What follows belongs to an exercise in optimizing a design on an open flow for small area, a short achievable clock period and few clock cycles; a production flow would make more cautious choices. Where RTL was checked, it was by simulation tests only, not by an equivalence proof against the original. No driver is modelled on the clock port, so clock power and skew are understated where the tree is cut down; a real chip needs a root buffer or a tree.

// ELA
module ELA(clk, rst, ready, in_data, data_rd, req, wen, addr, data_wr, done);
Size: ~540 cells after synthesis, ~43 I/O pins, about 5700 µm² of cells after synthesis.
Settings: LEC_CHECK=0, CAP_MARGIN=20, CORE_MARGIN=2, CORE_UTILIZATION=40, SLEW_MARGIN=20; clock period 8.5 ns.
standard.sh (not shown) runs the stock make flow with config.mk's settings and CLKGATE_MAP_FILE= SYNTH_SCRIPT=/design/flow/synth_recipe.tcl, a recipe that flattens the netlist after the stock synthesis.
==> flow/flow/run.sh <==
#!/bin/bash
# Layout flow: the standard flow with the standard synthesis unchanged,
# small port buffers, a one-level clock tree (flow/post_cts.tcl) and timing
# repair aimed below the clock period. Each step's output goes to a log file
# of its own in this folder; ORFS keeps its own logs under orfs/logs.
set -euo pipefail
here=$(pwd)
bash standard.sh synth > synth.log 2>&1
bash standard.sh \
  BUFFER_PORTS_ARGS="-buffer_cell sky130_fd_sc_hd__buf_2" \
  CTS_ARGS="-sink_clustering_enable -repair_clock_nets -buf_list sky130_fd_sc_hd__clkbuf_16 -dont_use_dummy_load" \
  POST_CTS_TCL="$here/flow/post_cts.tcl" \
  SETUP_SLACK_MARGIN=6.25 SKIP_CTS_REPAIR_TIMING=1 \
  finish > layout.log 2>&1
Other scripts of this flow, unchanged in this note and not shown: flow/flow/clocktree.tcl, flow/flow/post_cts.tcl
Testbench counts at the start, summed over its fixed seeds: cycles 256,176.
Edit:
--- a/flow/flow/run.sh
+++ b/flow/flow/run.sh
@@ -12,3 +12,3 @@
   POST_CTS_TCL="$here/flow/post_cts.tcl" \
-  SETUP_SLACK_MARGIN=6.25 SKIP_CTS_REPAIR_TIMING=1 \
+  SETUP_SLACK_MARGIN=6.0 SKIP_CTS_REPAIR_TIMING=1 \
   finish > layout.log 2>&1
- ABC_AREA: not set -> 1
Synthesized area rises by a few percent.
Via count is higher by roughly a tenth.
Worst setup slack hardly moves.
Cell area drops by a little under a tenth.
Final cell count went up by about a fifth.
Worst hold slack loses 11 ps.
Core utilization drops by 5.8 points.
First-iteration DRC count rose by well over a third.
Die area climbs by a few percent.
Edit:
--- a/flow/flow/run.sh
+++ b/flow/flow/run.sh
@@ -12,3 +12,3 @@
   POST_CTS_TCL="$here/flow/post_cts.tcl" \
-  SETUP_SLACK_MARGIN=6.0 SKIP_CTS_REPAIR_TIMING=1 \
+  SETUP_SLACK_MARGIN=6.1 SKIP_CTS_REPAIR_TIMING=1 \
   finish > layout.log 2>&1
- ABC_AREA: 1 -> not set
=> Via count drops by roughly a tenth; wire length shrinks by a few percent; core utilization rises by 2.1 points; area after synthesis decreases by a few percent; final area climbs slightly; critical path depth rises by 10; die area shrinks by a few percent.
No run of this note takes its clock network from TritonCTS; it comes from the design's own scripts or RTL.

---

The RTL this note starts from:
==> flow/design.v <==
`timescale 1ns/10ps
module ELA(clk, rst, ready, in_data, data_rd, req, wen, addr, data_wr, done);
	input				clk;
	input				rst;
	input				ready;
	input		[7:0]	in_data;
	input		[7:0]	data_rd;
	output reg			req;
	output reg			wen;
	output reg	[12:0]	addr;
	output reg	[7:0]	data_wr;
	output reg			done;
localparam IDLE = 2'd0, STR = 2'd1, ODD = 2'd2, FIN = 2'd3;
localparam [11:0] LAST_GROUP = 12'd3970;	 
reg [1:0]  mode;
reg [11:0] n;		 
reg [1:0]  s;		 
always @(posedge clk or posedge rst) begin
	if(rst) begin
		mode <= IDLE;
		req <= 1'b0;
		wen <= 1'b0;
		done <= 1'b0;
	end
	else begin
		req <= 1'b0;
		wen <= 1'b0;
		done <= 1'b0;
		case(mode)
			IDLE: if(ready) begin
				mode <= STR;
				req <= 1'b1;
			end
			STR: begin
				wen <= 1'b1;
				if(n[6:0] == 7'd127 && n[11:7] != 5'd31)
					req <= 1'b1;
				if(n == 12'd4095)
					mode <= ODD;
			end
			ODD: begin
				wen <= (s == 2'd1) && (n >= 12'd3);
				if(n == LAST_GROUP && s == 2'd1)
					mode <= FIN;
			end
			default: done <= 1'b1;
		endcase
	end
end
always @(posedge clk) begin
	if(mode == IDLE) begin
		n <= 12'd0;
		s <= 2'd0;
	end
	else if(mode == STR || s == 2'd2) begin
		n <= n + 12'd1;
		s <= 2'd0;
	end
	else
		s <= s + 2'd1;
end
wire [11:0] w = n - 12'd3;
wire [4:0]  lrow = n[11:7] + 5'd1;
always @(posedge clk) begin
	if(mode == STR || s == 2'd0)
		addr <= {n[11:7], 1'b0, n[6:0]};
	else if(s == 2'd1)
		addr <= {w[11:7], 1'b1, w[6:0]};
	else
		addr <= {lrow, 1'b0, n[6:0]};
end
reg pu, pw, pl;		 
always @(posedge clk) begin
	pu <= (mode == ODD) && (s == 2'd0);
	pw <= (mode == ODD) && (s == 2'd1);
	pl <= (mode == ODD) && (s == 2'd2);
end
wire edge_col = (n[6:1] == 6'd1);
function [7:0] avg;
	input [7:0] a, b;
	reg [8:0] t;
	begin
		t = {1'b0, a} + {1'b0, b};
		avg = t[8:1];
	end
endfunction
reg [7:0] T;			 
reg [7:0] A, B, C;		 
reg [7:0] X, Y, Z;		 
always @(posedge clk) begin
	if(pu)
		T <= data_rd;
	if(pl) begin
		A <= T; B <= A; C <= B;
		Y <= data_rd;
	end
	else begin
		A <= B; B <= C; C <= A;
		X <= Y; Y <= Z; Z <= X;
	end
end
wire [8:0] sd = {1'b0, A} - {1'b0, X};
wire [7:0] ad = sd[8] ? (8'd0 - sd[7:0]) : sd[7:0];
reg [7:0] Dp, Mp;		 
reg [7:0] Dmin, M;		 
reg       xlty;			 
always @(posedge clk) begin
	Dp <= ad;
	Mp <= avg(A, X);
	xlty <= sd[8];
end
wire vle = (Dp <= Dmin);
always @(posedge clk) begin
	if(pw || (pl && vle)) begin
		Dmin <= Dp;
		M <= Mp;
	end
end
wire vert = edge_col || vle;
wire [7:0] x = B, y = X;
wire gx = (x >= M);
wire gy = (y >= M);
wire pick_x = xlty ? gx : !(gx || gy);
wire pick_y = xlty ? !(gx || gy) : gy;
wire [7:0] med = pick_x ? x : pick_y ? y : M;
wire [7:0] blue = vert ? Mp : med;
always @(posedge clk) begin
	if(mode == STR)
		data_wr <= in_data;
	else
		data_wr <= blue;
end
endmodule
clock: 8.5 ns
lec_check: 0
cap_margin: 20
core_margin: 2
core_utilization: 40
slew_margin: 20
==> flow/flow/run.sh <==
#!/bin/bash
# Layout flow: the standard flow with the standard synthesis unchanged,
# small port buffers, a one-level clock tree (flow/post_cts.tcl) and timing
# repair aimed below the clock period. Each step's output goes to a log file
# of its own in this folder; ORFS keeps its own logs under orfs/logs.
set -euo pipefail
here=$(pwd)
bash standard.sh synth > synth.log 2>&1
bash standard.sh \
  BUFFER_PORTS_ARGS="-buffer_cell sky130_fd_sc_hd__buf_2" \
  CTS_ARGS="-sink_clustering_enable -repair_clock_nets -buf_list sky130_fd_sc_hd__clkbuf_16 -dont_use_dummy_load" \
  POST_CTS_TCL="$here/flow/post_cts.tcl" \
  SETUP_SLACK_MARGIN=6.0 SKIP_CTS_REPAIR_TIMING=1 \
  finish > layout.log 2>&1
Other scripts of this flow, unchanged in this note and not shown: flow/flow/clocktree.tcl, flow/flow/post_cts.tcl
==> next run, changes <==
--- a/flow/flow/run.sh
+++ b/flow/flow/run.sh
@@ -12,3 +12,3 @@
   POST_CTS_TCL="$here/flow/post_cts.tcl" \
-  SETUP_SLACK_MARGIN=6.0 SKIP_CTS_REPAIR_TIMING=1 \
+  SETUP_SLACK_MARGIN=0 SKIP_CTS_REPAIR_TIMING=1 \
   finish > layout.log 2>&1
The changed run ran to the end with no violations.
Worst setup slack is worse by 100 ps.
Global-route usage is unchanged.
Fmax fell by 4.0%.
Synthesized cell count stays the same.
Via count fell by 1.4%.
Utilization fell by 0.44 points.
No functional check of the RTL was part of any run of this note. In every run of this note, the design's own scripts or RTL, not TritonCTS, make the clock network.

---

== run E ==
RTL: one of the versions met above, not the one the previous note started from.
Size in the first run: ~540 cells after synthesis, ~120 flip-flops, about 43 I/O pins, about 0.0057 sq mm of cells after synthesis.
==> flow/design.v (excerpt) <==
module ELA(clk, rst, ready, in_data, data_rd, req, wen, addr, data_wr, done);
	input				clk;
	input				rst;
	input				ready;
	input		[7:0]	in_data;
	input		[7:0]	data_rd;
	output reg			req;
	output reg			wen;
	output reg	[12:0]	addr;
	output reg	[7:0]	data_wr;
	output reg			done;
localparam IDLE = 2'd0, STR = 2'd1, ODD = 2'd2, FIN = 2'd3;
localparam [11:0] LAST_GROUP = 12'd3970;	 
reg [1:0]  mode;
reg [11:0] n;		 
reg        pu, pw, pl;
always @(posedge clk or posedge rst) begin
	if(rst) begin
		mode <= IDLE;
		req <= 1'b0;
		wen <= 1'b0;
		done <= 1'b0;
	end
	else begin
		req <= 1'b0;
		wen <= 1'b0;
		done <= 1'b0;
		case(mode)
			IDLE: if(ready) begin
				mode <= STR;
				req <= 1'b1;
			end
			STR: begin
				wen <= 1'b1;
				if(n[6:0] == 7'd127 && n[11:7] != 5'd31)
					req <= 1'b1;
				if(n == 12'd4095)
					mode <= ODD;
			end
			ODD: begin
				wen <= pu && (n >= 12'd3);
				if(n == LAST_GROUP && pu)
					mode <= FIN;
			end
			default: done <= 1'b1;
		endcase
	end
end
always @(posedge clk) begin
	if(mode == ODD) begin
		pu <= pl;
		pw <= pu;
		pl <= pw;
	end
	else begin
		pu <= 1'b0;
		pw <= 1'b0;
		pl <= 1'b1;
	end
end
always @(posedge clk) begin
	if(mode == IDLE)
		n <= 12'd0;
	else if(mode == STR || pw)
		n <= n + 12'd1;
end
wire [6:0]  wc = n[6:0] - 7'd3;
wire [4:0]  wr = n[11:7] - {4'd0, (n[6:2] == 5'd0) && (n[1:0] != 2'd3)};
wire [11:0] w = {wr, wc};
wire [4:0]  lrow = n[11:7] + 5'd1;
always @(posedge clk) begin
	if(mode != ODD || pl)
		addr <= {n[11:7], 1'b0, n[6:0]};
	else if(pu)
		addr <= {w[11:7], 1'b1, w[6:0]};
	else
		addr <= {lrow, 1'b0, n[6:0]};
end
wire edge_col = (n[6:1] == 6'd1);
function [7:0] avg;
	input [7:0] a, b;
	reg [8:0] t;
	begin
		t = {1'b0, a} + {1'b0, b};
		avg = t[8:1];
	end
endfunction
reg [7:0] U0, U1, U2;
reg [7:0] L0, L1, L2;
always @(posedge clk) begin
	U0 <= pu ? U1 : U0;
	U1 <= U2;
	U2 <= pu ? data_rd : U1;
	L0 <= L1;
	L1 <= pu ? L2 : L0;
	L2 <= pl ? data_rd : L0;
end
wire [7:0] ut = pw ? U1 : U0;
wire [8:0] sd = {1'b0, ut} - {1'b0, L2};
  ...
clock: 8.5 ns
lec_check: 0
cap_margin: 20
core_margin: 2
core_utilization: 40
slew_margin: 20
==> flow/flow/run.sh <==
#!/bin/bash
# Layout flow: the standard flow with the standard synthesis unchanged,
# small port buffers, a one-level clock tree (flow/post_cts.tcl) and timing
# repair aimed below the clock period. Each step's output goes to a log file
# of its own in this folder; ORFS keeps its own logs under orfs/logs.
set -euo pipefail
here=$(pwd)
bash standard.sh synth > synth.log 2>&1
bash standard.sh \
  BUFFER_PORTS_ARGS="-buffer_cell sky130_fd_sc_hd__buf_2" \
  CTS_ARGS="-sink_clustering_enable -repair_clock_nets -buf_list sky130_fd_sc_hd__clkbuf_16 -dont_use_dummy_load" \
  POST_CTS_TCL="$here/flow/post_cts.tcl" \
  SETUP_SLACK_MARGIN=6.0 SKIP_CTS_REPAIR_TIMING=1 \
  finish > layout.log 2>&1
Other scripts of this flow, unchanged in this note and not shown: flow/flow/clocktree.tcl, flow/flow/post_cts.tcl
Testbench counts of run E, summed over its fixed seeds: cycles 256,176.
Here is what was changed in the inputs of run A compared with run E.
Settings: CORE_UTILIZATION: 40 -> 65.
### Flow results
- Run A completed; timing, DRC and antenna clean
- Of run A and run E, it is run A that has the higher effective utilization at floorplan.
- Run E vs run A, launch point of the critical path: ready vs U0[0]
- Higher total half-perimeter wirelength after legalization and detailed placement goes to run E over run A.
- Run A ends up with higher timing-limited maximum frequency than run E does.
- Multi-input combinational area share: higher on run A
- Run E → run A: number of fill cells moved down, cell area moved down.
- Run E has a higher filler-free cell count of the finished design than run A.
In every run of this note, the design's own scripts or RTL, not TritonCTS, make the clock network.

==> separate check: timing with driven ports <==
How much do the figures lean on ideal ports? The routed layouts below were timed once more, with nothing changed but the port constraints.
Step 1 sets driving cells, clkbuf_16 on the clock port and buf_2 on the other inputs (assumed; they add their load-dependent delay and slew).
Step 2 moves the port delays by t, midway between the first and last clock arrival at a register: inputs arrive t later, outputs are due t later. That takes back most of the time a late clock gives input paths.
a / b / c = ideal ports / drivers / drivers and shift; a / b = the first two.
run | shift t [ns] | slack for setup (ns) | hold WS [ns] | worst setup path at the end | latest minus earliest clock arrival (ns)
the first run of note 1 | 0.252 | 6.076 / 5.991 / 5.938 | 0.335 / 0.335 / 0.335 | input to register | 0.016 / 0.016
the second run of note 1 | 0.257 | 6.074 / 5.988 / 6.069 | 0.324 / 0.324 / 0.324 | input to register | 0.019 / 0.019
the third run of note 1 | 0.248 | 6.058 / 6.012 / 5.933 | 0.336 / 0.336 / 0.336 | input to register | 0.016 / 0.017
the first run of note 2 | 0.261 | 5.993 / 5.993 / 5.837 | 0.417 / 0.417 / 0.417 | input to register | 0.011 / 0.011
the second run of note 2 | 0.260 | 5.889 / 5.889 / 5.848 | 0.417 / 0.417 / 0.417 | input to register | 0.014 / 0.014
run E | 0.256 | 6.029 / 6.026 / 5.838 | 0.325 / 0.325 / 0.325 | input to register | 0.018 / 0.017
run A | 0.246 | 6.059 / 6.007 / 5.885 | 0.326 / 0.326 / 0.326 | input to register | 0.017 / 0.017
After both steps every run listed still meets setup and hold. For run E, which loses most, drivers alone change the setup slack by -0.003 ns; drivers and shift together by -0.191 ns.
